From an optimization exercise on the open Yosys and OpenROAD flow, aimed at small area; shortcuts taken in it are not production practice.
Function was checked by simulation only, so behaviour that the tests miss may differ from the original.
Power is estimated from default activity; no workload was simulated. The clock port is modelled as an ideal driver; clocking choices that lean on that would not hold on a real chip.

==> design/flow/config.mk <==
export PLATFORM = sky130hd
export DESIGN_NAME = pam_modem
export DESIGN_NICKNAME = pam_modem
export VERILOG_FILES = /design/flow/design.v
export SDC_FILE = /design/flow/constraint.sdc
export NUM_CORES = 4
export LEC_CHECK = 0
export CAP_MARGIN = 20
export CORE_MARGIN = 2
export CORE_UTILIZATION = 40
export SLEW_MARGIN = 20
export BUFFER_PORTS_ARGS = -buffer_cell sky130_fd_sc_hd__buf_1
export CTS_ARGS = -sink_clustering_enable -repair_clock_nets -dont_use_dummy_load -buf_list sky130_fd_sc_hd__clkbuf_16 -sink_clustering_size 36 -sink_clustering_max_diameter 80 -root_buf sky130_fd_sc_hd__clkbuf_4 -tree_buf sky130_fd_sc_hd__clkbuf_4
==> design/flow/constraint.sdc <==
create_clock -name core_clock -period 10.0 [get_ports {clk}]
set_input_delay 2.0000 -clock core_clock [delete_from_list [all_inputs] [get_ports {clk}]]
set_output_delay 2.0000 -clock core_clock [all_outputs]
set_load 0.01 [all_outputs]
==> design/flow/design.v <==
module sin_cos (
  input Clk,
  input rst,
  output reg [3:0] sin_phase,
  output reg signed [7:0] data_cos,
  output fill_done);
    reg [4:0] cos_phase;
    always @(posedge Clk) begin
        if (rst) sin_phase <= 4'd0;
        else case (sin_phase)
            4'd0: sin_phase <= 4'd1;
            4'd1: sin_phase <= 4'd2;
            4'd2: sin_phase <= 4'd3;
            4'd3: sin_phase <= 4'd4;
            4'd4: sin_phase <= 4'd5;
            4'd5: sin_phase <= 4'd6;
            4'd6: sin_phase <= 4'd7;
            4'd7: sin_phase <= 4'd8;
            4'd8: sin_phase <= 4'd9;
            4'd9: sin_phase <= 4'd10;
            4'd10: sin_phase <= 4'd11;
            4'd11: sin_phase <= 4'd12;
            4'd12: sin_phase <= 4'd13;
            4'd13: sin_phase <= 4'd14;
            4'd14: sin_phase <= 4'd1;
            default: sin_phase <= 4'd0;
        endcase
    end
    always @(posedge Clk) begin
        if (rst) cos_phase <= 5'd0;
        else case (cos_phase)
            5'd0: cos_phase <= 5'd1;
            5'd1: cos_phase <= 5'd2;
            5'd2: cos_phase <= 5'd3;
            5'd3: cos_phase <= 5'd4;
            5'd4: cos_phase <= 5'd5;
            5'd5: cos_phase <= 5'd6;
            5'd6: cos_phase <= 5'd7;
            5'd7: cos_phase <= 5'd8;
            5'd8: cos_phase <= 5'd9;
            5'd9: cos_phase <= 5'd10;
            5'd10: cos_phase <= 5'd11;
            5'd11: cos_phase <= 5'd12;
            5'd12: cos_phase <= 5'd13;
            5'd13: cos_phase <= 5'd14;
            5'd14: cos_phase <= 5'd15;
            5'd15: cos_phase <= 5'd16;
            5'd16: cos_phase <= 5'd17;
            5'd17: cos_phase <= 5'd18;
            5'd18: cos_phase <= 5'd9;
            default: cos_phase <= 5'd0;
        endcase
    end
    assign fill_done = (sin_phase == 4'd7) && (cos_phase == 5'd13);
    always @(*) begin
        case (cos_phase)
            5'd0: data_cos = 8'sd0;
            5'd1: data_cos = 8'sd63;
            5'd2: data_cos = 8'sd51;
            5'd3: data_cos = 8'sd17;
            5'd4: data_cos = -8'sd22;
            5'd5: data_cos = -8'sd54;
            5'd6: data_cos = -8'sd63;
            5'd7: data_cos = -8'sd47;
            5'd8: data_cos = -8'sd12;
            5'd9: data_cos = 8'sd0;
            5'd10: data_cos = 8'sd38;
            5'd11: data_cos = 8'sd61;
            5'd12: data_cos = 8'sd59;
            5'd13: data_cos = 8'sd33;
            5'd14: data_cos = -8'sd5;
            5'd15: data_cos = -8'sd42;
            5'd16: data_cos = -8'sd62;
            5'd17: data_cos = -8'sd57;
            5'd18: data_cos = -8'sd29;
            default: data_cos = 8'sd0;
        endcase
    end
endmodule
module pam_mixer(
  input [1:0] data_in,
  input [3:0] sin_phase,
  output reg signed [7:0] signal_out
);
  always @(*) begin
    case ({sin_phase, data_in})
      6'd0: signal_out = 8'sd0;
      6'd1: signal_out = 8'sd0;
      6'd2: signal_out = 8'sd0;
      6'd3: signal_out = 8'sd0;
      6'd4: signal_out = 8'sd0;
      6'd5: signal_out = 8'sd0;
      6'd6: signal_out = 8'sd0;
      6'd7: signal_out = 8'sd0;
      6'd8: signal_out = 8'sd0;
      6'd9: signal_out = 8'sd14;
      6'd10: signal_out = 8'sd28;
      6'd11: signal_out = 8'sd42;
      6'd12: signal_out = 8'sd0;
      6'd13: signal_out = 8'sd25;
      6'd14: signal_out = 8'sd50;
      6'd15: signal_out = 8'sd75;
      6'd16: signal_out = 8'sd0;
      6'd17: signal_out = 8'sd31;
      6'd18: signal_out = 8'sd62;
      6'd19: signal_out = 8'sd93;
      6'd20: signal_out = 8'sd0;
      6'd21: signal_out = 8'sd31;
      6'd22: signal_out = 8'sd62;
      6'd23: signal_out = 8'sd93;
      6'd24: signal_out = 8'sd0;
      6'd25: signal_out = 8'sd24;
      6'd26: signal_out = 8'sd49;
      6'd27: signal_out = 8'sd73;
      6'd28: signal_out = 8'sd0;
      6'd29: signal_out = 8'sd13;
      6'd30: signal_out = 8'sd26;
      6'd31: signal_out = 8'sd39;
      6'd32: signal_out = 8'sd0;
      6'd33: signal_out = -8'sd1;
      6'd34: signal_out = -8'sd2;
      6'd35: signal_out = -8'sd3;
      6'd36: signal_out = 8'sd0;
      6'd37: signal_out = -8'sd15;
      6'd38: signal_out = -8'sd30;
      6'd39: signal_out = -8'sd45;
      6'd40: signal_out = 8'sd0;
      6'd41: signal_out = -8'sd26;
      6'd42: signal_out = -8'sd51;
      6'd43: signal_out = -8'sd77;
      6'd44: signal_out = 8'sd0;
      6'd45: signal_out = -8'sd32;
      6'd46: signal_out = -8'sd63;
      6'd47: signal_out = -8'sd95;
      6'd48: signal_out = 8'sd0;
      6'd49: signal_out = -8'sd31;
      6'd50: signal_out = -8'sd61;
      6'd51: signal_out = -8'sd92;
      6'd52: signal_out = 8'sd0;
      6'd53: signal_out = -8'sd24;
      6'd54: signal_out = -8'sd47;
      6'd55: signal_out = -8'sd71;
      6'd56: signal_out = 8'sd0;
      6'd57: signal_out = -8'sd12;
      6'd58: signal_out = -8'sd23;
      6'd59: signal_out = -8'sd35;
      default: signal_out = 8'sd0;
    endcase
  end
endmodule
module moving_avg_filt(
  input clk,
  input rst,
  input fill_done,
  input [6:0] signal_in,
  output reg [12:0] signal_sum
  );
  parameter N = 64;
  reg [7*N-1:0] queue;
  reg fill_en;
  wire [6:0] oldest = queue[7*N-1 -: 7];
  always @(posedge clk) begin
    queue <= {queue[7*N-8:0], ~signal_in};
  end
  always @(posedge clk) begin
    if (rst)
      fill_en <= 1'b0;
    else if (fill_done)
      fill_en <= 1'b1;
  end
  wire [6:0] a = signal_sum[6:0];
  wire [6:0] b = signal_in;
  wire [6:0] c = oldest | {7{~fill_en}};
  wire [6:0] ps = a ^ b ^ c;
  wire [7:1] pc = (a & b) | (c & (a ^ b));
  wire [7:0] k;
  wire [6:0] lo;
  assign k[0] = 1'b1;
  assign lo[0] = ps[0] ^ k[0];
  assign k[1] = ps[0] & k[0];
  genvar i;
  generate
    for (i = 1; i < 7; i = i + 1) begin : rip
      assign lo[i] = ps[i] ^ pc[i] ^ k[i];
      assign k[i+1] = (ps[i] & pc[i]) | (k[i] & (ps[i] ^ pc[i]));
    end
  endgenerate
  wire up = pc[7] & k[7];
  wire dn = ~(pc[7] | k[7]);
  wire [5:0] hi = signal_sum[12:7];
  wire [6:0] ones, zeros;
  assign ones[0] = 1'b1;
  assign zeros[0] = 1'b1;
  generate
    for (i = 0; i < 6; i = i + 1) begin : incdec
      assign ones[i+1] = ones[i] & hi[i];
      assign zeros[i+1] = zeros[i] & ~hi[i];
    end
  endgenerate
  wire [5:0] hi_next = hi ^ (({6{up}} & ones[5:0]) | ({6{dn}} & zeros[5:0]));
  always @(posedge clk) begin
    if (rst)
      signal_sum <= 13'd0;
    else
      signal_sum <= {hi_next, lo};
  end
endmodule
module qam_demodulator(
  input clk,
  input rst,
  input fill_done,
  input signed [7:0] input_signal,
  output reg [1:0] data_demod
  );
  wire [6:0] mod_value = input_signal[6:0] ^ {7{input_signal[7]}};
  wire [12:0] sum;
  reg [1:0] level;
  moving_avg_filt mov_avg(
    .clk(clk),
    .rst(rst),
    .fill_done(fill_done),
    .signal_in(mod_value),
    .signal_sum(sum)
    );
  wire [6:0] avg = sum[12:6];
  always @ ( posedge clk ) begin
    if (avg <= 9) level <= 2'd0;
    else if (avg <= 28) level <= 2'd1;
    else if (avg <= 47) level <= 2'd2;
    else level <= 2'd3;
    data_demod <= level;
  end
endmodule
module pam_modem (
  input clk,
  input rst,
  input [1:0] data_in,
  input signed [7:0] rx_in,
  output signed [7:0] tx_out,
  output signed [7:0] cos_out,
  output [1:0] rx_data
);
  wire [3:0] sin_phase;
  wire fill_done;
  sin_cos u_carrier (
    .Clk(clk),
    .rst(rst),
    .sin_phase(sin_phase),
    .data_cos(cos_out),
    .fill_done(fill_done)
  );
  pam_mixer u_mixer (
    .data_in(data_in),
    .sin_phase(sin_phase),
    .signal_out(tx_out)
  );
  qam_demodulator u_demod (
    .clk(clk),
    .rst(rst),
    .fill_done(fill_done),
    .input_signal(rx_in),
    .data_demod(rx_data)
  );
endmodule
==> design/flow/flow/run.sh <==
#!/bin/bash
# Layout flow: the standard flow (standard.sh) with these changes:
#  - synthesis: the standard synthesis script (synth_recipe.tcl), except that
#    ABC maps the logic with an area-oriented script (flow/area.abc: deep
#    AIG optimisation, then area-recovering mapping, no buffering or
#    upsizing), and Yosys's extract_fa is skipped (ABC maps the adders too);
#  - the port buffers are the smallest buffer (buf_1) instead of the
#    resizer's default choice (clkdlybuf4s50_1);
#  - clock tree synthesis uses clkbuf_8 sink clusters of up to 20 flip-flops
#    and inserts no dummy loads.
# Each tool's output goes to a log file in this folder (ORFS also keeps its
# per-step logs under orfs/logs/).
set -euo pipefail
work=$PWD
cat > my_synth.tcl <<EOT
proc abc {args} {
  set i [lsearch \$args -script]
  lset args [expr {\$i + 1}] $work/flow/area.abc
  yosys abc {*}\$args
}
proc extract_fa {args} {}
source $work/synth_recipe.tcl
EOT
sed "s#SYNTH_SCRIPT=[^ ]*#SYNTH_SCRIPT=$work/my_synth.tcl#" standard.sh > my_standard.sh
grep -q "SYNTH_SCRIPT=$work/my_synth.tcl" my_standard.sh
cat >> config.mk <<'EOC'
export BUFFER_PORTS_ARGS = -buffer_cell sky130_fd_sc_hd__buf_1
export CTS_ARGS = -sink_clustering_enable -repair_clock_nets -dont_use_dummy_load -buf_list sky130_fd_sc_hd__clkbuf_16 -sink_clustering_size 36 -sink_clustering_max_diameter 80 -root_buf sky130_fd_sc_hd__clkbuf_4 -tree_buf sky130_fd_sc_hd__clkbuf_4
EOC
bash my_standard.sh > flow_make.log 2>&1
==> design/flow/flow/area.abc <==
&get -n
&st
&deepsyn -T 10
&dch -f
&nf -R 1000
&put
topo
==> design/flow/standard.sh <==
#!/bin/bash
# synth_recipe.tcl (not shown) runs the flow's synth.tcl, then flattens the netlist and writes it again
# the make line also repeats each setting of config.mk as NAME=value (left out here)
make -C /OpenROAD-flow-scripts/flow DESIGN_CONFIG=/design/flow/config.mk WORK_HOME=/design/flow/orfs CLKGATE_MAP_FILE= SYNTH_SCRIPT=/design/flow/synth_recipe.tcl "${@:-finish}"
==> run_results.csv, run 1 <==
group,metric,value,unit
global_route,antenna_found_initial,0,
logic_synthesis,synth_top_area_share,0.877,
die,boundaryPins,30,
worst_setup_path,worstPathRequired,10.61,ns
global_route,grt_pass1_wl,19.9,mm
die,rows,60,
worst_setup_path,crit_chain,"buf_1, xor2_1, xor2_1, xnor2_1, a21boi_0, xnor2_1, nand2_1, o21ai_0, xor2_1, nand2_1, a21oi_1, nor2_1, maj3_1, maj3_1, or3_1, nand2b_1, nor2_1, mux2i_1, nor3_1, o21bai_1, a21oi_1",
worst_setup_path,worstReg2RegEnd,"u_demod.mov_avg.signal_sum[12]",
clock_tree,ctsResizeCount,0,
place,gp_congestion,0.801,
worst_setup_path,startpoint_type,"primary input",
die,dieWidth,169,um
final_layout,area_growth,8.38,%
logic_synthesis,yosys_warnings,4,
clock_tree,cts_buffers,17,
sta,finalSetupTns,0,ns
power,p_int,0.00242,W
drt,vias,4420,
die,dieArea,0.0284,mm^2
sta,worst_slew_pin_slew,0.432,ns
clock_tree,clk_latency,0.68,ns
logic_synthesis,syn-num-nets,712,
clock_tree,cts_tree,"built",
final_layout,drive_gt1_frac,0.0241,
clock_tree,htreeDepth,1,
worst_hold_path,whs_path_depth,0,
worst_setup_path,crit_arrival,6.35,ns
power,combinationalPowerShare,0.061,
logic_synthesis,avgSynthCellArea,15.5,um^2
sta,setup_viol,0,
power,switchingPower,0.000635,W
worst_setup_path,r2r-start,"u_demod.mov_avg.fill_en",
place,io_buffers,29,
logic_synthesis,yosys.cell_types.count,35,
worst_setup_path,r2r_slack,5.50,ns
clock_tree,clockBufferDepth,3,
worst_setup_path,r2r_cells,20,
sta,timing.fmax,174,MHz
global_route,first_global_vias,4134,
power,clock_power_share,0.244,
worst_setup_path,end_kind,"register",
logic_synthesis,ys_ff_latch,475,
worst_setup_path,critPathSlowestCell,"maj3_1",
worst_setup_path,crit_buf_inv,1,
sta,fin_skew,0.0484,ns
global_route,grt_max_degree,37,
die,floorplan.initialDensity,0.404,
power,cellPowerDensity,260,mW/mm^2
worst_setup_path,crit_top_cell,"xor2_1",
worst_hold_path,holdPathEnd,"u_demod.mov_avg.queue[236]",
final_layout,layout.cells.non_filler,1087,
logic_synthesis,netlist_area,0.0108,mm^2
clock_tree,clkSinkCount,475,
flow_run,max_cap_violations,0,
power,seqPwrFrac,0.695,
drt,wl,11.5,mm
worst_setup_path,path_delay_family,"simple AND/OR/NAND/NOR gates",
logic_synthesis,async_flop_share,0,
sta,fin_crit_sh,0.573,
drt,drc,0,
worst_setup_path,slowest_delay,0.41,ns
worst_setup_path,crit_fanout,7,
power,leakage,4.64,nW
drt,drtIter0Drc,271,
drt,vias_per_cell,4.07,
logic_synthesis,yosys-top-cells-count,"dfxtp_1, nor2_1, xnor2_1",
clock_tree,clk_root_buffer_cell,"clkbuf_4",
clock_tree,clk_pin_slew,0.12,ns
clock_tree,cts_setup_buffers,0,
final_layout,layout.nets,760,
sta,layout_min_cycle_time,5.73,ns
drt,drtAntennaViolNets,0,
power,switching_share,0.208,
logic_synthesis,synth_seq_area_share,0.877,
sta,hold_viol_final,0,
power,irDropWorstVdd,0.180,mV
sta,rsz0062_at_grt,"false",
logic_synthesis,synth_edf_count,0,
logic_synthesis,synth.most_common_cell,"dfxtp_1",
die,core_area,0.0268,mm^2
run_status,outcome,"complete, no violations",
worst_setup_path,path_class,"in -> reg",
place,dp_hpwl,6.57,mm
sta,worst_slew_margin_rel,0.710,
clock_tree,postCtsHoldBufs,0,
drt,firstDrtPassIters,4,
worst_hold_path,min-delay-start,"u_demod.mov_avg.queue[229]",
global_route,grt_overflow,0,
die,die_h,169,um
drt,post_drt_wl_per_cell,10.6,um
place,dpl.cell_count,1070,
final_layout,diodes,0,
sta,slew_violations,0,
logic_synthesis,synth-main-ff-cell,"dfxtp_1",
logic_synthesis,synth_cells,700,
global_route,grt_use_total,0.0838,
worst_hold_path,holdCritPathClass,"reg -> reg",
logic_synthesis,yosysTopAreaCell,"dfxtp_1",
logic_synthesis,synth.area.top_cells,"dfxtp_1, xnor2_1, nor2_1, nand2b_1, a21oi_1",
## layout make-up
| class | count | area, um^2 |
|---|---|---|
| Clock buffer | 17 | 373 |
| Tap cell | 341 | 427 |
| Timing Repair Buffer | 30 | 116 |
| Fill cell | 2400 | 15100 |
| Multi-Input combinational cell | 214 | 1280 |
| Inverter | 10 | 37.5 |
| Sequential cell | 475 | 9510 |
## cells by family (layout without fill, tap and decap cells)
kind of cell	Yosys count	after routing	synth area share
flip-flops	475	475	0.877
AND/OR/NAND/NOR	122	122	0.0547
AO/OA/AOI/OAI	50	50	0.0281
XOR/XNOR	31	31	0.0251
buffers and inverters	11	57	0.00416
adder cells (fa/ha/maj)	6	6	0.00554
multiplexers	5	5	0.00496
## worst max-delay path by stage
stage                        start                        endpoint  slack (ns)  cells past startpoint
after floorplan           rx_in[7]  u_demod.mov_avg.signal_sum[12]        4.27                     20
after global placement    rx_in[7]  u_demod.mov_avg.signal_sum[12]        3.63                     21
after detailed placement  rx_in[7]  u_demod.mov_avg.signal_sum[12]        3.55                     21
after CTS                 rx_in[7]  u_demod.mov_avg.signal_sum[12]        4.30                     21
after global routing      rx_in[7]  u_demod.mov_avg.signal_sum[12]        3.88                     21
final                     rx_in[7]  u_demod.mov_avg.signal_sum[12]        4.27                     21
## sequential cells by signal (all words and copies together) (netlist names)
| name | flops |
|---|---|
| u_carrier.sin_phase | 4 |
| u_carrier.cos_phase | 5 |
| u_demod.mov_avg.queue | 448 |
| u_demod.mov_avg.signal_sum | 13 |
| u_demod.data_demod | 2 |
| u_demod.level | 2 |
| u_demod.mov_avg.fill_en | 1 |
## per-stage QoR
step / util / instance area, um^2 / setup WS (ns) / power, W / hold slack, ns
after floorplan: - / 10800 / 4.27 / 0.00230 / 0.310
after global placement: 0.424 / 11400 / 3.63 / 0.00235 / 0.310
after detailed placement: 0.424 / 11400 / 3.55 / 0.00236 / 0.312
after CTS: 0.438 / 11700 / 4.30 / 0.00310 / 0.290
after global routing: 0.438 / 11700 / 3.88 / 0.00320 / 0.301
final: 0.438 / 11700 / 4.27 / 0.00306 / 0.290
## power groups by stage
stage | Combinational [W] | Sequential [W] | Clock, W
floorplan | 0.000154 | 0.00215 | 0
global placement | 0.000184 | 0.00216 | 0
detailed placement | 0.000187 | 0.00217 | 0
CTS | 0.000188 | 0.00213 | 0.000783
global route | 0.000212 | 0.00215 | 0.000843
finish | 0.000186 | 0.00212 | 0.000746
## layout by cell type, fill, tap and decap left out, types with 2 or more instances in the layout
cell type and n:
or3_1 4, clkinv_1 10, clkbuf_16 14, nor3_1 13
nand3_1 4, a21boi_0 3, mux2i_1 2, or2_0 4
o21bai_1 3, nand2b_1 17, nand2_1 19, nor2b_1 5
nor2_1 43, and3_1 4, mux2_1 3, dfxtp_1 475
buf_1 29, maj3_1 6, xor2_1 7, a21oi_1 17
xnor2_1 24, nor3b_1 3, o22ai_1 3, o21ai_0 13
o21a_1 3, clkbuf_4 3, nor4_1 4
## routing by layer
metal  part of all wire  GRT usage  wire, um  up-vias
met5                  0          0         0        -
met4              0.022     0.0225       252        0
met3              0.037     0.0187       429       21
met2               0.34      0.110      3900       66
met1               0.60      0.136      6890     2012
li1                   -          -         -     2321
==> run 2, diff against run 1 <==
--- a/design/flow/flow/run.sh
+++ b/design/flow/flow/run.sh
@@ -27,3 +27,3 @@
 export BUFFER_PORTS_ARGS = -buffer_cell sky130_fd_sc_hd__buf_1
-export CTS_ARGS = -sink_clustering_enable -repair_clock_nets -dont_use_dummy_load -buf_list sky130_fd_sc_hd__clkbuf_16 -sink_clustering_size 36 -sink_clustering_max_diameter 80 -root_buf sky130_fd_sc_hd__clkbuf_4 -tree_buf sky130_fd_sc_hd__clkbuf_4
+export CTS_ARGS = -sink_clustering_enable -repair_clock_nets -dont_use_dummy_load -buf_list sky130_fd_sc_hd__clkbuf_8 -sink_clustering_size 20 -sink_clustering_max_diameter 40 -root_buf sky130_fd_sc_hd__clkbuf_2 -tree_buf sky130_fd_sc_hd__clkbuf_2
 EOC
==> design/flow/config.mk (replaced) <==
export PLATFORM = sky130hd
export DESIGN_NAME = pam_modem
export DESIGN_NICKNAME = pam_modem
export VERILOG_FILES = /design/flow/design.v
export SDC_FILE = /design/flow/constraint.sdc
export NUM_CORES = 4
export LEC_CHECK = 0
export CAP_MARGIN = 20
export CORE_MARGIN = 2
export CORE_UTILIZATION = 40
export SLEW_MARGIN = 20
export BUFFER_PORTS_ARGS = -buffer_cell sky130_fd_sc_hd__buf_1
export CTS_ARGS = -sink_clustering_enable -repair_clock_nets -dont_use_dummy_load -buf_list sky130_fd_sc_hd__clkbuf_8 -sink_clustering_size 20 -sink_clustering_max_diameter 40 -root_buf sky130_fd_sc_hd__clkbuf_2 -tree_buf sky130_fd_sc_hd__clkbuf_2
==> run 2 against run 1 <==
  * Via count rose by 2.6%
  * Count of clock-buffer cells in the layout rose by 19
  * Critical path depth did not move
  * Area after synthesis did not move
  * Die area did not move
  * Design area rose by 0.67%
  * Critical path type unchanged
  * Critical endpoint unchanged
  * Largest cell class unchanged
  * Highest routed layer unchanged
==> run_results.csv, run 2 <==
group,metric,value,unit
drt,post_drt_wl_per_cell,10.7,um
final_layout,largestRegisters,"u_demod.mov_avg.queue x448, u_demod.mov_avg.signal_sum x13, u_carrier.cos_phase x5",
logic_synthesis,netlist_area,0.0108,mm^2
die,dieWidth,169,um
global_route,grt_pass1_wl,20.5,mm
global_route,met2_usage,0.109,
global_route,grtUsageMet1,0.137,
power,p_int,0.00244,W
clock_tree,cts_buffers,36,
global_route,first_global_vias,4307,
drt,vias_per_cell,4.10,
logic_synthesis,synth_top_area_share,0.877,
global_route,grt_use_total,0.0882,
drt,firstDrtPassIters,4,
die,rows,60,
logic_synthesis,async_flop_share,0,
logic_synthesis,avgSynthCellArea,15.5,um^2
power,leakage,4.70,nW
sta,rsz0062_at_grt,"false",
sta,hold_viol_final,0,
place,dpl.cell_count,1070,
clock_tree,clockBufferDepth,3,
logic_synthesis,yosys-top-cells-count,"dfxtp_1, nor2_1, xnor2_1",
clock_tree,clk_root_buffer_cell,"clkbuf_2",
die,core_area,0.0268,mm^2
clock_tree,clk_latency,0.81,ns
power,switchingPower,0.000661,W
global_route,antenna_found_initial,0,
drt,vias,4535,
clock_tree,ctsResizeCount,0,
final_layout,area_growth,9.11,%
sta,timing.fmax,178,MHz
logic_synthesis,syn-num-nets,712,
sta,worst_slew_margin_rel,0.669,
drt,drc,0,
die,dieArea,0.0284,mm^2
flow_run,max_cap_violations,0,
clock_tree,postCtsHoldBufs,0,
sta,finalSetupTns,0,ns
logic_synthesis,yosys.cell_types.count,35,
clock_tree,htreeDepth,2,
global_route,grt_use_met3,0.0238,
logic_synthesis,synth.most_common_cell,"dfxtp_1",
logic_synthesis,yosysTopAreaCell,"dfxtp_1",
final_layout,layout.nets,779,
global_route,grt_max_degree,22,
run_status,outcome,"complete, no violations",
sta,fin_skew,0.104,ns
sta,setup_viol,0,
clock_tree,cts_setup_buffers,0,
worst_hold_path,holdCritPathClass,"reg -> reg",
power,clock_power_share,0.256,
final_layout,final_cell_mix,"dfxtp_1, nor2_1, clkbuf_8, buf_1, xnor2_1",
logic_synthesis,ys_ff_latch,475,
worst_setup_path,end_kind,"register",
final_layout,top_register,"u_demod.mov_avg.queue",
logic_synthesis,synth_seq_area_share,0.877,
final_layout,largest_reg_flops,448,
final_layout,diodes,0,
worst_setup_path,crit_top_cell,"xor2_1",
logic_synthesis,synth-main-ff-cell,"dfxtp_1",
power,switching_share,0.213,
global_route,grt_overflow,0,
sta,slew_violations,0,
worst_setup_path,slowest_delay,0.41,ns
logic_synthesis,synth_cells,700,
place,io_buffers,29,
logic_synthesis,synth.area.top_cells,"dfxtp_1, xnor2_1, nor2_1, nand2b_1, a21oi_1",
place,place_ws,3.55,ns
power,combinationalPowerShare,0.060,
sta,worst_slew_pin_slew,0.492,ns
final_layout,layout.cells.non_filler,1106,
logic_synthesis,synth_edf_count,0,
sta,layout_min_cycle_time,5.63,ns
power,seqPwrFrac,0.684,
worst_setup_path,crit_fanout,7,
final_layout,final_common_cell,"dfxtp_1",
global_route,busiest_layer,"met1",
power,irDropWorstVdd,0.148,mV
worst_setup_path,crit_arrival,6.35,ns
final_layout,num-fill-cells,2392,
logic_synthesis,yosys_warnings,4,
place,gp_congestion,0.801,
clock_tree,clk_pin_slew,0.11,ns
die,die_h,169,um
worst_setup_path,crit_chain,"buf_1, xor2_1, xor2_1, xnor2_1, a21boi_0, xnor2_1, nand2_1, o21ai_0, xor2_1, nand2_1, a21oi_1, nor2_1, maj3_1, maj3_1, or3_1, nand2b_1, nor2_1, mux2i_1, nor3_1, o21bai_1, a21oi_1",
worst_setup_path,path_class,"in -> reg",
worst_setup_path,worstPathRequired,10.72,ns
drt,drtAntennaViolNets,0,
die,floorplan.initialDensity,0.404,
worst_setup_path,critPathSlowestCell,"maj3_1",
clock_tree,clkSinkCount,475,
drt,wl,11.8,mm
sta,setup_slack,4.37,ns
clock_tree,cts_tree,"built",
sta,fin_crit_sh,0.563,
final_layout,drive_gt1_frac,0.0484,
die,boundaryPins,30,
drt,drtIter0Drc,226,
power,cellPowerDensity,262,mW/mm^2
place,dp_hpwl,6.57,mm
worst_setup_path,startpoint_type,"primary input",
[run 2: cell counts after synthesis]
No cell type changed its count.
[run 2: path summary, 6_finish.rpt]
path / start / depth (start not counted) / end / slack, ns
max: rx_in[7] / 21 / u_demod.mov_avg.signal_sum[12] / 4.37
min: u_demod.mov_avg.queue[356] / 0 / u_demod.mov_avg.queue[363] / 0.24
max reg2reg: u_demod.mov_avg.fill_en / 20 / u_demod.mov_avg.signal_sum[12] / 5.47
min reg2reg: u_demod.mov_avg.queue[356] / 0 / u_demod.mov_avg.queue[363] / 0.24
[run 2: worst max-delay path, delay by kind of cell]
family | cells | cell delay (ns)
compound gates | 5 | 0.80
xor+xnor | 5 | 1.02
fa+ha+maj | 2 | 0.80
buf+inv | 1 | 0.33
mux | 1 | 0.13
simple gates | 7 | 1.27
[run 2: final cells by class]
cell class	instances	area, um^2	area share
flip-flops and latches	475	9510	0.804
multi-input cells	214	1280	0.108
clock buffers	36	452	0.0382
well taps	341	427	0.0361
repair buffers	30	116	0.00984
inverters	10	37.5	0.00317
[run 2: cell families after synthesis]
group | after synthesis | synth area share
flip-flops | 475 | 0.877
buffers and inverters | 11 | 0.00416
multiplexers | 5 | 0.00496
AO/OA/AOI/OAI | 50 | 0.0281
adder cells (fa/ha/maj) | 6 | 0.00554
XOR/XNOR | 31 | 0.0251
AND/OR/NAND/NOR | 122 | 0.0547
[run 2: per-stage QoR]
stage | total power, W | hold slack, ns | cell area (um^2) | util
after global routing | 0.00326 | 0.231 | 11800 | 0.441
final | 0.00310 | 0.243 | 11800 | 0.441
after floorplan | 0.00230 | 0.310 | 10800 | -
after global placement | 0.00235 | 0.310 | 11400 | 0.424
after detailed placement | 0.00236 | 0.312 | 11400 | 0.424
after CTS | 0.00315 | 0.234 | 11800 | 0.441
[run 2: metal layers]
metal / up-vias / wire [um]
met3: 40 / 614
li1: 2354 / -
met2: 95 / 4000
met1: 2046 / 6790
met5: - / 0
met4: 0 / 420
[run 2: power groups by stage]
stage                     logic (W)  clock network [W]  registers [W]
after global placement     0.000184                  0        0.00216
after CTS                  0.000188           0.000836        0.00213
after global routing       0.000212           0.000905        0.00214
after floorplan            0.000154                  0        0.00215
after detailed placement   0.000187                  0        0.00217
final                      0.000186           0.000793        0.00212
==> run 3, diff against run 2 <==
--- a/design/flow/flow/run.sh
+++ b/design/flow/flow/run.sh
@@ -27,3 +27,3 @@
 export BUFFER_PORTS_ARGS = -buffer_cell sky130_fd_sc_hd__buf_1
-export CTS_ARGS = -sink_clustering_enable -repair_clock_nets -dont_use_dummy_load -buf_list sky130_fd_sc_hd__clkbuf_8 -sink_clustering_size 20 -sink_clustering_max_diameter 40 -root_buf sky130_fd_sc_hd__clkbuf_2 -tree_buf sky130_fd_sc_hd__clkbuf_2
+export CTS_ARGS = -sink_clustering_enable -repair_clock_nets -dont_use_dummy_load -buf_list sky130_fd_sc_hd__clkbuf_8 -sink_clustering_size 20 -sink_clustering_max_diameter 100 -root_buf sky130_fd_sc_hd__clkbuf_4 -tree_buf sky130_fd_sc_hd__clkbuf_4
 EOC
==> design/flow/config.mk (replaced) <==
export PLATFORM = sky130hd
export DESIGN_NAME = pam_modem
export DESIGN_NICKNAME = pam_modem
export VERILOG_FILES = /design/flow/design.v
export SDC_FILE = /design/flow/constraint.sdc
export NUM_CORES = 4
export LEC_CHECK = 0
export CAP_MARGIN = 20
export CORE_MARGIN = 2
export CORE_UTILIZATION = 40
export SLEW_MARGIN = 20
export BUFFER_PORTS_ARGS = -buffer_cell sky130_fd_sc_hd__buf_1
export CTS_ARGS = -sink_clustering_enable -repair_clock_nets -dont_use_dummy_load -buf_list sky130_fd_sc_hd__clkbuf_8 -sink_clustering_size 20 -sink_clustering_max_diameter 100 -root_buf sky130_fd_sc_hd__clkbuf_4 -tree_buf sky130_fd_sc_hd__clkbuf_4
==> run 3 against run 2 <==
  * Via count is 1.1% lower
  * Synthesized cell count is the same
  * Design area fell by 0.81%
  * Count of clock-buffer cells in the layout shrank 9
  * Flip-flop and latch count did not move
  * Power shrank 2.7%
  * Global-route usage is 0.30 points lower
  * Register-to-register slack gained 0.02 ns
  * Critical path depth unchanged
  * Maximum frequency is 2.0% lower
==> run_results.csv, run 3 <==
group,metric,value,unit
clock_tree,clockBufferDepth,3,
final_layout,top_register,"u_demod.mov_avg.queue",
place,dpl.cell_count,1070,
drt,drtAntennaViolNets,0,
global_route,first_global_vias,4212,
die,die_h,169,um
logic_synthesis,async_flop_share,0,
clock_tree,clk_pin_slew,0.12,ns
sta,setup_viol,0,
run_status,outcome,"complete, no violations",
sta,worst_slew_pin_slew,0.494,ns
clock_tree,clk_latency,0.72,ns
logic_synthesis,netlist_area,0.0108,mm^2
sta,worst_slew_margin_rel,0.669,
logic_synthesis,synth-main-ff-cell,"dfxtp_1",
sta,layout_min_cycle_time,5.75,ns
final_layout,largestRegisters,"u_demod.mov_avg.queue x448, u_demod.mov_avg.signal_sum x13, u_carrier.cos_phase x5",
logic_synthesis,yosysTopAreaCell,"dfxtp_1",
logic_synthesis,yosys_warnings,4,
worst_hold_path,holdCritPathClass,"reg -> reg",
worst_setup_path,critPathSlowestCell,"maj3_1",
logic_synthesis,synth_edf_count,0,
final_layout,layout.cells.non_filler,1098,
global_route,grt_max_degree,22,
die,core_area,0.0268,mm^2
logic_synthesis,synth.area.top_cells,"dfxtp_1, xnor2_1, nor2_1, nand2b_1, a21oi_1",
final_layout,final_common_cell,"dfxtp_1",
sta,fin_skew,0.0616,ns
worst_setup_path,startpoint_type,"primary input",
global_route,grt_use_total,0.0852,
sta,whs,0.281,ns
clock_tree,postCtsHoldBufs,0,
logic_synthesis,yosys-top-cells-count,"dfxtp_1, nor2_1, xnor2_1",
final_layout,area_growth,8.22,%
worst_setup_path,end_kind,"register",
drt,wl,11.5,mm
final_layout,final_cell_mix,"dfxtp_1, nor2_1, buf_1, xnor2_1, clkbuf_8",
clock_tree,cts_tree,"built",
flow_run,max_cap_violations,0,
place,io_buffers,29,
power,cellPowerDensity,257,mW/mm^2
die,dieWidth,169,um
place,place_ws,3.55,ns
sta,setup_slack,4.25,ns
drt,drtIter0Drc,272,
logic_synthesis,synth_seq_area_share,0.877,
die,floorplan.initialDensity,0.404,
place,dp_hpwl,6.57,mm
power,leakage,4.64,nW
die,dieArea,0.0284,mm^2
worst_setup_path,crit_fanout,7,
worst_setup_path,crit_top_cell,"xor2_1",
drt,vias_per_cell,4.09,
logic_synthesis,synth_cells,700,
clock_tree,cts_buffers,27,
global_route,antenna_found_initial,1,
die,rows,60,
power,irDropWorstVdd,0.147,mV
drt,firstDrtPassIters,4,
sta,hold_viol_final,0,
drt,drc,0,
worst_setup_path,slowest_delay,0.41,ns
worst_setup_path,crit_buf_inv,1,
final_layout,num-fill-cells,2414,
worst_setup_path,crit_arrival,6.35,ns
worst_setup_path,crit_chain,"buf_1, xor2_1, xor2_1, xnor2_1, a21boi_0, xnor2_1, nand2_1, o21ai_0, xor2_1, nand2_1, a21oi_1, nor2_1, maj3_1, maj3_1, or3_1, nand2b_1, nor2_1, mux2i_1, nor3_1, o21bai_1, a21oi_1",
clock_tree,cts_setup_buffers,0,
global_route,grt_overflow,0,
logic_synthesis,yosys.cell_types.count,35,
clock_tree,htreeDepth,1,
clock_tree,clk_root_buffer_cell,"clkbuf_4",
worst_setup_path,path_delay_family,"simple AND/OR/NAND/NOR gates",
worst_setup_path,path_class,"in -> reg",
clock_tree,ctsResizeCount,0,
sta,finalSetupTns,0,ns
die,boundaryPins,30,
place,gp_congestion,0.801,
final_layout,drive_gt1_frac,0.0370,
logic_synthesis,synth_top_area_share,0.877,
global_route,grt_pass1_wl,20.2,mm
drt,post_drt_wl_per_cell,10.5,um
sta,timing.fmax,174,MHz
drt,vias,4487,
sta,rsz0062_at_grt,"false",
final_layout,layout.nets,770,
logic_synthesis,syn-num-nets,712,
sta,slew_violations,0,
clock_tree,clkSinkCount,475,
final_layout,largest_reg_flops,448,
logic_synthesis,ys_ff_latch,475,
sta,fin_crit_sh,0.575,
logic_synthesis,avgSynthCellArea,15.5,um^2
logic_synthesis,synth.most_common_cell,"dfxtp_1",
worst_setup_path,worstPathRequired,10.60,ns
power,finalPower,0.00302,W
[run 3: report_power, final]
group          leakage (nW)  total, W  switching (W)  internal, W
Combinational         0.485  0.000186      0.0000979    0.0000884
Clock                 0.186  0.000708       0.000481     0.000227
Sequential             3.97   0.00212      0.0000554      0.00207
Total                  4.64   0.00302       0.000634      0.00238
[run 3: layer usage]
layer,part of all wire,vias to the layer above,global-route usage
met1,0.58,2046,0.138
met2,0.34,79,0.109
met3,0.045,23,0.0194
li1,-,2339,-
met5,0,-,0
met4,0.027,0,0.0289
[run 3: stage by stage]
step	util	area (um^2)
after CTS	0.437	11700
after detailed placement	0.424	11400
after global routing	0.438	11700
after global placement	0.424	11400
final	0.438	11700
after floorplan	-	10800
[run 3: area by class of cell]
cell class | count | area [um^2] | share of cell area
well taps | 341 | 427 | 0.0364
clock buffers | 27 | 353 | 0.0301
multi-input cells | 214 | 1280 | 0.109
repair buffers | 30 | 116 | 0.00992
inverters | 10 | 37.5 | 0.00320
flip-flops and latches | 475 | 9510 | 0.811
diodes | 1 | 2.50 | 0.000213
[run 3: path summary, 6_finish.rpt]
kind | slack [ns] | depth (start not counted) | startpoint | endpoint
hold reg to reg | 0.28 | 0 | u_demod.mov_avg.queue[421] | u_demod.mov_avg.queue[428]
setup / recovery | 4.25 | 21 | rx_in[7] | u_demod.mov_avg.signal_sum[12]
hold / removal | 0.28 | 0 | u_demod.mov_avg.queue[421] | u_demod.mov_avg.queue[428]
setup reg to reg | 5.49 | 20 | u_demod.mov_avg.fill_en | u_demod.mov_avg.signal_sum[12]
[run 3: logic make-up (layout without fill, tap and decap cells)]
kind of cell,after synthesis,in the layout,synth area share
buf+inv,11,67,0.00416
other cells,0,1,0
xor+xnor,31,31,0.0251
simple gates,122,122,0.0547
mux,5,5,0.00496
compound gates,50,50,0.0281
flops,475,475,0.877
fa+ha+maj,6,6,0.00554
==> run 4, diff against run 3 <==
--- a/design/flow/flow/run.sh
+++ b/design/flow/flow/run.sh
@@ -27,3 +27,3 @@
 export BUFFER_PORTS_ARGS = -buffer_cell sky130_fd_sc_hd__buf_1
-export CTS_ARGS = -sink_clustering_enable -repair_clock_nets -dont_use_dummy_load -buf_list sky130_fd_sc_hd__clkbuf_8 -sink_clustering_size 20 -sink_clustering_max_diameter 100 -root_buf sky130_fd_sc_hd__clkbuf_4 -tree_buf sky130_fd_sc_hd__clkbuf_4
+export CTS_ARGS = -sink_clustering_enable -repair_clock_nets -buf_list sky130_fd_sc_hd__clkbuf_8 -sink_clustering_size 20 -sink_clustering_max_diameter 60 -dont_use_dummy_load
 EOC
==> design/flow/flow/area.abc (replaced) <==
&get -n
&st
&deepsyn -T 60
&dch -f
&nf -R 1000
&put
topo
==> design/flow/config.mk (replaced) <==
export PLATFORM = sky130hd
export DESIGN_NAME = pam_modem
export DESIGN_NICKNAME = pam_modem
export VERILOG_FILES = /design/flow/design.v
export SDC_FILE = /design/flow/constraint.sdc
export NUM_CORES = 4
export LEC_CHECK = 0
export CAP_MARGIN = 20
export CORE_MARGIN = 2
export CORE_UTILIZATION = 40
export SLEW_MARGIN = 20
export BUFFER_PORTS_ARGS = -buffer_cell sky130_fd_sc_hd__buf_1
export CTS_ARGS = -sink_clustering_enable -repair_clock_nets -buf_list sky130_fd_sc_hd__clkbuf_8 -sink_clustering_size 20 -sink_clustering_max_diameter 60 -dont_use_dummy_load
==> run 4 against run 3 <==
  * Die area decreased by 0.29%
  * First-iteration DRC count rose by 4.4%
  * Combinational power grew 35%
  * Power is 3.3% higher
  * Via count grew 0.56%
  * Highest routed layer unchanged
  * Largest power group unchanged
  * Register-to-register slack got worse by 0.35 ns
  * Sequential power barely moved
  * Clock skew increased by 0.019 ns
  * Critical path depth fell by 9
  * Clock power increased by 4.5%
  * Sequential share of layout area unchanged
  * Flip-flop and latch count stayed put
==> run_results.csv, run 4 <==
group,metric,value,unit
flow_run,max_cap_violations,0,
logic_synthesis,synth_seq_area_share,0.880,
sta,finalSetupTns,0,ns
clock_tree,clk_root_buffer_cell,"clkbuf_8",
final_layout,largest_reg_flops,448,
clock_tree,clk_pin_slew,0.11,ns
die,dieArea,0.0283,mm^2
die,rows,60,
sta,rsz0062_at_grt,"false",
logic_synthesis,synth_top_area_share,0.880,
logic_synthesis,yosys-top-cells-count,"dfxtp_1, nor2_1, nand2_1",
global_route,antenna_found_initial,0,
logic_synthesis,yosysTopAreaCell,"dfxtp_1",
die,core_area,0.0267,mm^2
die,dieWidth,168,um
worst_setup_path,crit_fanout,13,
global_route,grt_pass1_wl,20.2,mm
sta,setup_slack,3.75,ns
worst_setup_path,path_class,"in -> out",
power,leakage,4.68,nW
clock_tree,postCtsHoldBufs,0,
sta,timing.fmax,160,MHz
sta,worst_slew_pin_slew,0.550,ns
logic_synthesis,synth-main-ff-cell,"dfxtp_1",
worst_setup_path,critPathSlowestCell,"a221oi_1",
logic_synthesis,syn-num-nets,714,
place,gp_congestion,0.831,
sta,fin_skew,0.0807,ns
worst_setup_path,startpoint_type,"primary input",
logic_synthesis,yosys_warnings,4,
final_layout,final_common_cell,"dfxtp_1",
logic_synthesis,avgSynthCellArea,15.4,um^2
worst_setup_path,slowest_delay,0.38,ns
sta,setup_viol,0,
clock_tree,ctsResizeCount,0,
final_layout,area_growth,8.55,%
clock_tree,cts_setup_buffers,0,
logic_synthesis,synth_edf_count,0,
worst_setup_path,worstPathRequired,8.00,ns
clock_tree,clk_latency,0.59,ns
logic_synthesis,async_flop_share,0,
logic_synthesis,yosys.cell_types.count,33,
final_layout,final_cell_mix,"dfxtp_1, nor2_1, buf_1, clkbuf_8, nand2_1",
global_route,grt_overflow,0,
die,die_h,168,um
logic_synthesis,synth_cells,702,
logic_synthesis,synth.most_common_cell,"dfxtp_1",
clock_tree,clockBufferDepth,3,
global_route,first_global_vias,4158,
sta,hold_viol_final,0,
sta,slew_violations,0,
clock_tree,cts_tree,"built",
clock_tree,htreeDepth,1,
drt,drtIter0Drc,284,
die,boundaryPins,30,
run_status,outcome,"complete, no violations",
logic_synthesis,netlist_area,0.0108,mm^2
final_layout,layout.nets,773,
final_layout,largestRegisters,"u_demod.mov_avg.queue x448, u_demod.mov_avg.signal_sum x13, u_carrier.cos_phase x5",
drt,vias_per_cell,4.10,
power,cellPowerDensity,266,mW/mm^2
sta,layout_min_cycle_time,6.25,ns
drt,post_drt_wl_per_cell,10.9,um
power,finalPower,0.00312,W
worst_setup_path,crit_chain,"buf_1, nand2_1, nand4b_1, and3_1, or3_1, nand2_1, a221oi_1, o22a_1, o21ai_0, o21a_1, mux2_1, buf_1",
place,dp_hpwl,6.78,mm
global_route,grt_use_total,0.0857,
worst_hold_path,holdCritPathClass,"reg -> reg",
drt,firstDrtPassIters,4,
final_layout,top_register,"u_demod.mov_avg.queue",
sta,worst_slew_margin_rel,0.632,
global_route,grt_max_degree,23,
final_layout,num-fill-cells,2415,
clock_tree,cts_buffers,28,
final_layout,drive_gt1_frac,0.0382,
die,floorplan.initialDensity,0.404,
logic_synthesis,synth.area.top_cells,"dfxtp_1, xnor2_1, o21ai_0, nor2_1, a21oi_1",
drt,drc,0,
drt,wl,12.0,mm
sta,fin_crit_sh,0.625,
place,place_ws,3.64,ns
place,io_buffers,29,
drt,vias,4512,
worst_setup_path,crit_arrival,4.25,ns
logic_synthesis,ys_ff_latch,475,
drt,drtAntennaViolNets,0,
worst_setup_path,end_kind,"output port",
clock_tree,clkSinkCount,475,
power,irDropWorstVdd,0.152,mV
## run 4: cell count changes in the layout (fill, tap and decap cells not counted), sizes merged, moves of 5 or more
cell and change:
nand2 +8, nand2b -9, nor3 -7, o21ai +13
nor2 -12, or3 +5, nand3 +5
## run 4: critical path, delay by kind of cell
kind | cells | cell delay (ns)
compound gates | 4 | 0.93
simple gates | 5 | 0.52
mux | 1 | 0.29
buf+inv | 2 | 0.50
## run 4: metal layers
layer | part of all wire | vias to the layer above | GRT usage | wire length (um)
met5 | 0 | - | 0 | 0
met4 | 0.025 | 0 | 0.0262 | 302
met3 | 0.051 | 26 | 0.0212 | 606
met2 | 0.35 | 83 | 0.108 | 4210
met1 | 0.57 | 2055 | 0.140 | 6850
li1 | - | 2348 | - | -
## run 4: final cells by class
| class | instances | area [um^2] | area share |
|---|---|---|---|
| Antenna cell | 1 | 2.50 | 0.000213 |
| Clock buffer | 28 | 385 | 0.0329 |
| Inverter | 14 | 52.6 | 0.00448 |
| Multi-Input combinational cell | 212 | 1230 | 0.105 |
| Sequential cell | 475 | 9510 | 0.811 |
| Tap cell | 341 | 427 | 0.0364 |
| Timing Repair Buffer | 30 | 116 | 0.00992 |
## run 4: cell families after synthesis
group,Yosys count,synth area share
flip-flops,475,0.880
AND/OR/NAND/NOR,109,0.0483
AO/OA/AOI/OAI,67,0.0358
XOR/XNOR,30,0.0243
buffers and inverters,15,0.00556
multiplexers,3,0.00313
adder cells (fa/ha/maj),3,0.00278
## run 4: path summary, 6_finish.rpt
kind                                   start                              to  slack (ns)  cells past startpoint
setup / recovery                  data_in[1]                       tx_out[6]        3.75                     12
hold / removal    u_demod.mov_avg.queue[348]      u_demod.mov_avg.queue[355]        0.28                      0
setup reg to reg     u_demod.mov_avg.fill_en  u_demod.mov_avg.signal_sum[12]        5.14                     18
hold reg to reg   u_demod.mov_avg.queue[348]      u_demod.mov_avg.queue[355]        0.28                      0
## run 4: power breakdown
part	switching, W	internal (W)
Sequential	0.0000569	0.00207
Clock	0.000487	0.000252
Combinational	0.000137	0.000114
## run 4: metrics by stage
| step | instance area [um^2] | hold slack (ns) | instances | utilization |
|---|---|---|---|---|
| 2_1_floorplan | 10800 | 0.310 | 702 | - |
| 3_3_place_gp | 11300 | 0.310 | 1072 | 0.424 |
| 3_5_place_dp | 11300 | 0.312 | 1072 | 0.424 |
| 4_1_cts | 11700 | 0.262 | 1100 | 0.439 |
| 5_1_grt | 11700 | 0.271 | 1100 | 0.439 |
| 6_report | 11700 | 0.277 | 1101 | 0.439 |
==> run 5, diff against run 4 <==
--- a/design/flow/flow/run.sh
+++ b/design/flow/flow/run.sh
@@ -27,3 +27,3 @@
 export BUFFER_PORTS_ARGS = -buffer_cell sky130_fd_sc_hd__buf_1
-export CTS_ARGS = -sink_clustering_enable -repair_clock_nets -buf_list sky130_fd_sc_hd__clkbuf_8 -sink_clustering_size 20 -sink_clustering_max_diameter 60 -dont_use_dummy_load
+export CTS_ARGS = -sink_clustering_enable -repair_clock_nets -dont_use_dummy_load -buf_list sky130_fd_sc_hd__clkbuf_8 -sink_clustering_size 20 -sink_clustering_max_diameter 60 -root_buf sky130_fd_sc_hd__clkbuf_4 -tree_buf sky130_fd_sc_hd__clkbuf_4
 EOC
==> design/flow/flow/area.abc (replaced) <==
&get -n
&st
&deepsyn -T 10
&dch -f
&nf -R 1000
&put
topo
--- a/design/flow/config.mk
+++ b/design/flow/config.mk
@@ -12,2 +12,2 @@
 export BUFFER_PORTS_ARGS = -buffer_cell sky130_fd_sc_hd__buf_1
-export CTS_ARGS = -sink_clustering_enable -repair_clock_nets -buf_list sky130_fd_sc_hd__clkbuf_8 -sink_clustering_size 20 -sink_clustering_max_diameter 60 -dont_use_dummy_load
+export CTS_ARGS = -sink_clustering_enable -repair_clock_nets -dont_use_dummy_load -buf_list sky130_fd_sc_hd__clkbuf_8 -sink_clustering_size 20 -sink_clustering_max_diameter 60 -root_buf sky130_fd_sc_hd__clkbuf_4 -tree_buf sky130_fd_sc_hd__clkbuf_4
==> run 5 against run 4 <==
  * Core utilization decreased by 0.12 points
  * Maximum frequency increased by 8.7%
  * Sequential share of layout area unchanged
  * Die area increased by 0.29%
  * Area after synthesis increased by 0.30%
  * Design area unchanged
  * Clock power decreased by 4.2%
==> run_results.csv, run 5 <==
group,metric,value,unit
sta,timing.fmax,174,MHz
global_route,grt_overflow,0,
global_route,antenna_found_initial,1,
logic_synthesis,avgSynthCellArea,15.5,um^2
final_layout,final_common_cell,"dfxtp_1",
drt,post_drt_wl_per_cell,10.4,um
place,io_buffers,29,
logic_synthesis,yosys.cell_types.count,35,
global_route,grt_use_total,0.0850,
final_layout,final_cell_mix,"dfxtp_1, nor2_1, buf_1, xnor2_1, clkbuf_8",
die,floorplan.initialDensity,0.404,
worst_setup_path,r2r_cells,20,
global_route,first_global_vias,4245,
sta,worst_slew_margin_rel,0.669,
drt,drtAntennaViolNets,0,
logic_synthesis,synth-main-ff-cell,"dfxtp_1",
power,irDropWorstVdd,0.151,mV
power,cellPowerDensity,257,mW/mm^2
sta,fin_crit_sh,0.575,
drt,vias_per_cell,4.09,
logic_synthesis,synth_edf_count,0,
final_layout,top_register,"u_demod.mov_avg.queue",
worst_setup_path,crit_arrival,6.35,ns
drt,vias,4494,
run_status,outcome,"complete, no violations",
worst_hold_path,holdCritPathClass,"reg -> reg",
clock_tree,clk_latency,0.72,ns
die,rows,60,
clock_tree,cts_setup_buffers,0,
clock_tree,cts_tree,"built",
power,leakage,4.64,nW
worst_setup_path,crit_end,"u_demod.mov_avg.signal_sum[12]",
logic_synthesis,synth_seq_area_share,0.877,
final_layout,largestRegisters,"u_demod.mov_avg.queue x448, u_demod.mov_avg.signal_sum x13, u_carrier.cos_phase x5",
worst_setup_path,r2r-start,"u_demod.mov_avg.fill_en",
clock_tree,clkSinkCount,475,
worst_hold_path,whs_path_depth,0,
logic_synthesis,yosys-top-cells-count,"dfxtp_1, nor2_1, xnor2_1",
flow_run,max_cap_violations,0,
logic_synthesis,synth.most_common_cell,"dfxtp_1",
die,dieWidth,169,um
clock_tree,ctsResizeCount,0,
sta,worst_slew_pin_slew,0.494,ns
drt,wl,11.5,mm
final_layout,area_growth,8.22,%
clock_tree,clk_root_buffer_cell,"clkbuf_4",
logic_synthesis,synth_top_area_share,0.877,
sta,hold_viol_final,0,
global_route,grt_pass1_wl,20.2,mm
clock_tree,clk_pin_slew,0.12,ns
worst_setup_path,crit_path_start,"rx_in[7]",
die,die_h,169,um
sta,rsz0062_at_grt,"false",
sta,fin_skew,0.0692,ns
sta,finalSetupTns,0,ns
clock_tree,cts_buffers,27,
clock_tree,postCtsHoldBufs,0,
final_layout,design_area,0.0117,mm^2
logic_synthesis,yosysTopAreaCell,"dfxtp_1",
global_route,grt_max_degree,22,
logic_synthesis,synth_cells,700,
place,place_area,0.0114,mm^2
logic_synthesis,syn-num-nets,712,
worst_setup_path,r2r_slack,5.49,ns
drt,drc,0,
worst_setup_path,end_kind,"register",
worst_setup_path,worstPathRequired,10.60,ns
worst_setup_path,crit_fanout,7,
final_layout,layout.nets,770,
final_layout,drive_gt1_frac,0.0370,
logic_synthesis,async_flop_share,0,
logic_synthesis,ys_ff_latch,475,
worst_setup_path,path_class,"in -> reg",
final_layout,largest_reg_flops,448,
logic_synthesis,yosys_warnings,4,
clock_tree,clockBufferDepth,3,
worst_setup_path,startpoint_type,"primary input",
logic_synthesis,netlist_area,0.0108,mm^2
die,dieArea,0.0284,mm^2
die,boundaryPins,30,
clock_tree,htreeDepth,1,
drt,drtIter0Drc,243,
place,dp_hpwl,6.57,mm
sta,setup_viol,0,
die,core_area,0.0268,mm^2
logic_synthesis,synth.area.top_cells,"dfxtp_1, xnor2_1, nor2_1, nand2b_1, a21oi_1",
drt,firstDrtPassIters,4,
place,gp_congestion,0.801,
sta,layout_min_cycle_time,5.75,ns
sta,slew_violations,0,
worst_setup_path,worstReg2RegEnd,"u_demod.mov_avg.signal_sum[12]",
[run 5: cell types whose count changed after synthesis, sizes merged, moves of 3 or more]
cell and delta:
o21ai -13, nand2b +9, clkinv -4, or3 -5, a21boi +3, nand3 -5
nor3 +7, nand2 -8, maj3 +3, a21oi -4, nor2b -4, nor2 +12
[run 5: stage by stage]
step / worst slack (ns) / total power [W] / hold slack [ns] / utilization / instances
detailed placement: 3.55 / 0.00236 / 0.312 / 0.424 / 1070
finish: 4.25 / 0.00302 / 0.277 / 0.438 / 1098
global placement: 3.63 / 0.00235 / 0.310 / 0.424 / 1070
CTS: 4.28 / 0.00307 / 0.277 / 0.437 / 1097
floorplan: 4.27 / 0.00230 / 0.310 / - / 700
global route: 3.86 / 0.00318 / 0.305 / 0.438 / 1098
[run 5: cell type report]
cell class	count	area, um^2
Fill cell	2410	15100
Sequential cell	475	9510
Multi-Input combinational cell	214	1280
Tap cell	341	427
Clock buffer	27	353
Timing Repair Buffer	30	116
Inverter	10	37.5
Antenna cell	1	2.50
[run 5: kinds of logic (layout without fill, tap and decap cells)]
| group | after synthesis | after routing | share of synthesized area |
|---|---|---|---|
| DFF | 475 | 475 | 0.877 |
| buffers and inverters | 11 | 67 | 0.00416 |
| xor gates and xnor gates | 31 | 31 | 0.0251 |
| other | 0 | 1 | 0 |
| AOI/OAI and AO/OA | 50 | 50 | 0.0281 |
| and+or+nand+nor | 122 | 122 | 0.0547 |
| muxes | 5 | 5 | 0.00496 |
| adders and majority gates | 6 | 6 | 0.00554 |
[run 5: worst min path at each step]
stage / startpoint / to / slack [ns]
after floorplan: u_demod.level[0] / u_demod.data_demod[0] / 0.31
after global placement: u_demod.mov_avg.queue[90] / u_demod.mov_avg.queue[97] / 0.31
after detailed placement: u_demod.mov_avg.queue[106] / u_demod.mov_avg.queue[113] / 0.31
after CTS: u_demod.mov_avg.queue[421] / u_demod.mov_avg.queue[428] / 0.28
after global routing: u_demod.mov_avg.queue[322] / u_demod.mov_avg.queue[329] / 0.30
final: u_demod.mov_avg.queue[421] / u_demod.mov_avg.queue[428] / 0.28
[run 5: routing by layer]
layer | up-vias | global-route usage | routed length, um
met1 | 2043 | 0.137 | 6690
met3 | 26 | 0.0206 | 536
met5 | - | 0 | 0
met4 | 0 | 0.0274 | 322
li1 | 2339 | - | -
met2 | 86 | 0.110 | 3920
[run 5: power breakdown]
part           switching [W]  internal, W
clock network       0.000481     0.000227
registers          0.0000553      0.00207
logic              0.0000975    0.0000884
total               0.000634      0.00238
[run 5: critical path: stages]
cell	delay (ns)
buf_1	0.33
xor2_1	0.32
xor2_1	0.21
xnor2_1	0.11
a21boi_0	0.30
xnor2_1	0.18
nand2_1	0.09
o21ai_0	0.12
xor2_1	0.20
nand2_1	0.10
a21oi_1	0.19
nor2_1	0.09
maj3_1	0.39
maj3_1	0.41
or3_1	0.39
nand2b_1	0.17
nor2_1	0.16
mux2i_1	0.13
nor3_1	0.27
o21bai_1	0.09
a21oi_1	0.10
==> run 6, diff against run 5 <==
--- a/design/flow/design.v
+++ b/design/flow/design.v
@@ -53,3 +53,3 @@
     end
-    assign fill_done = (sin_phase == 4'd7) && (cos_phase == 5'd13);
+    assign fill_done = sin_phase[0] & sin_phase[1] & sin_phase[2] & ~cos_phase[1] & cos_phase[2];
     always @(*) begin
--- a/design/flow/flow/run.sh
+++ b/design/flow/flow/run.sh
@@ -8,4 +8,4 @@
 #    resizer's default choice (clkdlybuf4s50_1);
-#  - clock tree synthesis uses clkbuf_8 sink clusters of up to 20 flip-flops
-#    and inserts no dummy loads.
+#  - clock tree synthesis uses clkbuf_8 sink clusters of up to 20 flip-flops,
+#    clkbuf_4 above them, and inserts no dummy loads.
 # Each tool's output goes to a log file in this folder (ORFS also keeps its
==> design/flow/flow/area.abc (replaced) <==
&get -n
&st
&deepsyn -T 60
&dch -f
&nf -R 1000
&put
topo
==> run 6 against run 5 <==
  * Die area about the same
  * Routed wire length rose by 3.4%
  * Sequential share of layout area decreased by 0.069 points
  * Setup slack improved by 0.18 ns
  * Area after synthesis is essentially flat
  * Maximum frequency grew 3.3%
  * Clock skew decreased by 0.032 ns
  * Register-to-register slack improved by 0.18 ns
  * Combinational power is 21% higher
  * First-iteration DRC count grew 9.5%
==> run_results.csv, run 6 <==
group,metric,value,unit
run_status,outcome,"complete, no violations",
clock_tree,clk_pin_slew,0.11,ns
die,dieWidth,169,um
global_route,antenna_found_initial,1,
final_layout,layout.nets,763,
clock_tree,clockBufferDepth,3,
logic_synthesis,yosys-top-cells-count,"dfxtp_1, nor2_1, nand2_1",
clock_tree,cts_setup_buffers,0,
sta,fin_crit_sh,0.557,
clock_tree,clk_latency,0.71,ns
global_route,grt_overflow,0,
global_route,grtUsageMet1,0.140,
power,irDropWorstVdd,0.171,mV
final_layout,largest_reg_flops,448,
logic_synthesis,synth_edf_count,0,
global_route,busiest_layer,"met1",
die,rows,60,
drt,vias,4483,
sta,setup_slack,4.43,ns
die,boundaryPins,30,
final_layout,top_register,"u_demod.mov_avg.queue",
worst_setup_path,worstPathRequired,8.00,ns
logic_synthesis,synth_cells,693,
sta,fin_skew,0.0370,ns
place,gp_congestion,0.799,
place,place_ws,3.99,ns
worst_setup_path,path_class,"in -> out",
power,cellPowerDensity,263,mW/mm^2
logic_synthesis,yosysTopAreaCell,"dfxtp_1",
logic_synthesis,synth_seq_area_share,0.877,
global_route,grt_max_degree,22,
clock_tree,clk_root_buffer_cell,"clkbuf_4",
drt,drc,0,
logic_synthesis,netlist_area,0.0108,mm^2
worst_setup_path,crit_arrival,3.57,ns
worst_setup_path,critPathSlowestCell,"or4_1",
global_route,grt_use_met3,0.0220,
sta,hold_viol_final,0,
clock_tree,ctsResizeCount,0,
clock_tree,cts_buffers,28,
logic_synthesis,synth-main-ff-cell,"dfxtp_1",
sta,finalSetupTns,0,ns
drt,wl,11.9,mm
place,io_buffers,29,
worst_hold_path,holdCritPathClass,"reg -> reg",
clock_tree,clkSinkCount,475,
logic_synthesis,synth.most_common_cell,"dfxtp_1",
global_route,first_global_vias,4101,
logic_synthesis,yosys_warnings,4,
power,leakage,4.68,nW
final_layout,area_growth,8.28,%
worst_setup_path,slowest_delay,0.49,ns
sta,timing.fmax,179,MHz
die,die_h,169,um
worst_setup_path,end_kind,"output port",
place,dp_hpwl,6.80,mm
logic_synthesis,yosys.cell_types.count,41,
clock_tree,postCtsHoldBufs,0,
die,floorplan.initialDensity,0.404,
die,core_area,0.0268,mm^2
logic_synthesis,async_flop_share,0,
global_route,met2_usage,0.108,
sta,worst_slew_margin_rel,0.288,
sta,worst_slew_pin_slew,1.07,ns
final_layout,final_common_cell,"dfxtp_1",
logic_synthesis,syn-num-nets,705,
clock_tree,htreeDepth,1,
clock_tree,cts_tree,"built",
drt,vias_per_cell,4.11,
flow_run,max_cap_violations,0,
drt,drtAntennaViolNets,0,
worst_setup_path,crit_fanout,9,
sta,slew_violations,0,
sta,rsz0062_at_grt,"false",
final_layout,drive_gt1_frac,0.0374,
logic_synthesis,synth_top_area_share,0.877,
drt,firstDrtPassIters,4,
drt,post_drt_wl_per_cell,10.9,um
worst_setup_path,crit_chain,"buf_1, clkinv_1, or4_1, o311ai_0, nand2_1, nor2_1, nor4b_1, buf_1",
final_layout,largestRegisters,"u_demod.mov_avg.queue x448, u_demod.mov_avg.signal_sum x13, u_carrier.cos_phase x5",
logic_synthesis,avgSynthCellArea,15.6,um^2
drt,drtIter0Drc,266,
sta,setup_viol,0,
sta,layout_min_cycle_time,5.57,ns
logic_synthesis,synth.area.top_cells,"dfxtp_1, xnor2_1, xor2_1, a21oi_1, nor2_1",
die,dieArea,0.0284,mm^2
global_route,grt_pass1_wl,20.1,mm
worst_setup_path,startpoint_type,"primary input",
global_route,grt_use_total,0.0856,
logic_synthesis,ys_ff_latch,475,
worst_setup_path,crit_top_cell,"buf_1",
final_layout,final_cell_mix,"dfxtp_1, buf_1, nor2_1, nand2_1, clkbuf_8",
[run 6: cell types whose count changed after synthesis, sizes merged, moves of 3 or more]
cell / change
nor2: -16
nand2b: -9
nor3: -8
nand2: +7
xor2: +6
a21oi: +5
clkinv: +4
mux2: -3
nor4: -3
o21ai: +3
or3: -3
xnor2: -3
[run 6: worst paths after layout]
kind	start	end	slack, ns	cells after the start
hold / removal	u_demod.mov_avg.queue[266]	u_demod.mov_avg.queue[273]	0.30	0
setup / recovery	data_in[0]	tx_out[2]	4.43	8
setup reg to reg	u_demod.mov_avg.fill_en	u_demod.mov_avg.signal_sum[12]	5.67	16
hold reg to reg	u_demod.mov_avg.queue[266]	u_demod.mov_avg.queue[273]	0.30	0
[run 6: cell type report]
type,instances,area [um^2]
Timing Repair Buffer,29,109
Fill cell,2374,15100
Clock buffer,28,367
Tap cell,341,427
Sequential cell,475,9510
Antenna cell,1,2.50
Inverter,14,52.6
Multi-Input combinational cell,203,1270
[run 6: kinds of logic after synthesis]
group,count (synthesis),synth area share
AND/OR/NAND/NOR,96,0.0432
flip-flops,475,0.877
XOR/XNOR,35,0.0297
multiplexers,2,0.00185
buffers and inverters,15,0.00554
adder cells (fa/ha/maj),7,0.00646
AO/OA/AOI/OAI,63,0.0361
[run 6: routing by layer]
metal,wire [um],vias up
met4,232,0
li1,-,2311
met1,6880,2067
met5,0,-
met2,4160,82
met3,595,23
[run 6: critical path, delay by kind of cell]
family	cells	cell delay, ns
AOI/OAI and AO/OA	1	0.13
buffers and inverters	3	0.68
and+or+nand+nor	4	0.77
[run 6: metrics by stage]
step | hold WS, ns | instance area, um^2 | instances | power [W] | utilization
4_1_cts | 0.301 | 11700 | 1090 | 0.00312 | 0.438
3_5_place_dp | 0.312 | 11400 | 1062 | 0.00240 | 0.424
6_report | 0.299 | 11700 | 1091 | 0.00308 | 0.438
5_1_grt | 0.304 | 11700 | 1091 | 0.00324 | 0.438
3_3_place_gp | 0.311 | 11400 | 1062 | 0.00240 | 0.424
2_1_floorplan | 0.310 | 10800 | 693 | 0.00234 | -
[run 6: report_power, final]
group,total (W),internal (W),switching (W)
clock,0.000726,0.000236,0.000491
combinational,0.000225,0.000109,0.000116
sequential,0.00213,0.00207,0.0000611
total,0.00308,0.00241,0.000668

what the ideal ports hide:
The flow's constraints put no driver on any port. The routed layouts listed below were extracted and timed again, unchanged, in two steps. Step 1 (the two cells are an assumption about what drives the block):
set clk [get_ports {clk}]
set_driving_cell -lib_cell sky130_fd_sc_hd__clkbuf_16 $clk
set_driving_cell -lib_cell sky130_fd_sc_hd__buf_2 [delete_from_list [all_inputs] $clk]
Step 2 also shifts input and output timing later by t, the mid clock arrival at the registers, as if the neighbouring blocks saw the same clock. Slacks: ideal / step 1 / step 2; pairs: ideal / step 1.
run	t (ns)	setup slack, ns	hold slack, ns	clock arrival spread, ns
run 1	0.689	4.266 / 4.277 / 3.588	0.290 / 0.290 / 0.290	0.054 / 0.054
run 2	0.789	4.370 / 4.369 / 3.591	0.243 / 0.243 / 0.243	0.117 / 0.117
run 3	0.723	4.253 / 4.267 / 3.544	0.281 / 0.281 / 0.281	0.069 / 0.068
run 4	0.591	3.748 / 3.718 / 3.687	0.277 / 0.277 / 0.277	0.085 / 0.085
run 5	0.719	4.246 / 4.260 / 3.541	0.277 / 0.277 / 0.277	0.075 / 0.075
run 6	0.728	4.428 / 4.389 / 3.973	0.299 / 0.299 / 0.299	0.047 / 0.047
After both steps setup and hold are still met in every run listed. The setup slack of run 2, which loses most, moves by -0.001 ns with the drivers and by -0.779 ns with both steps.
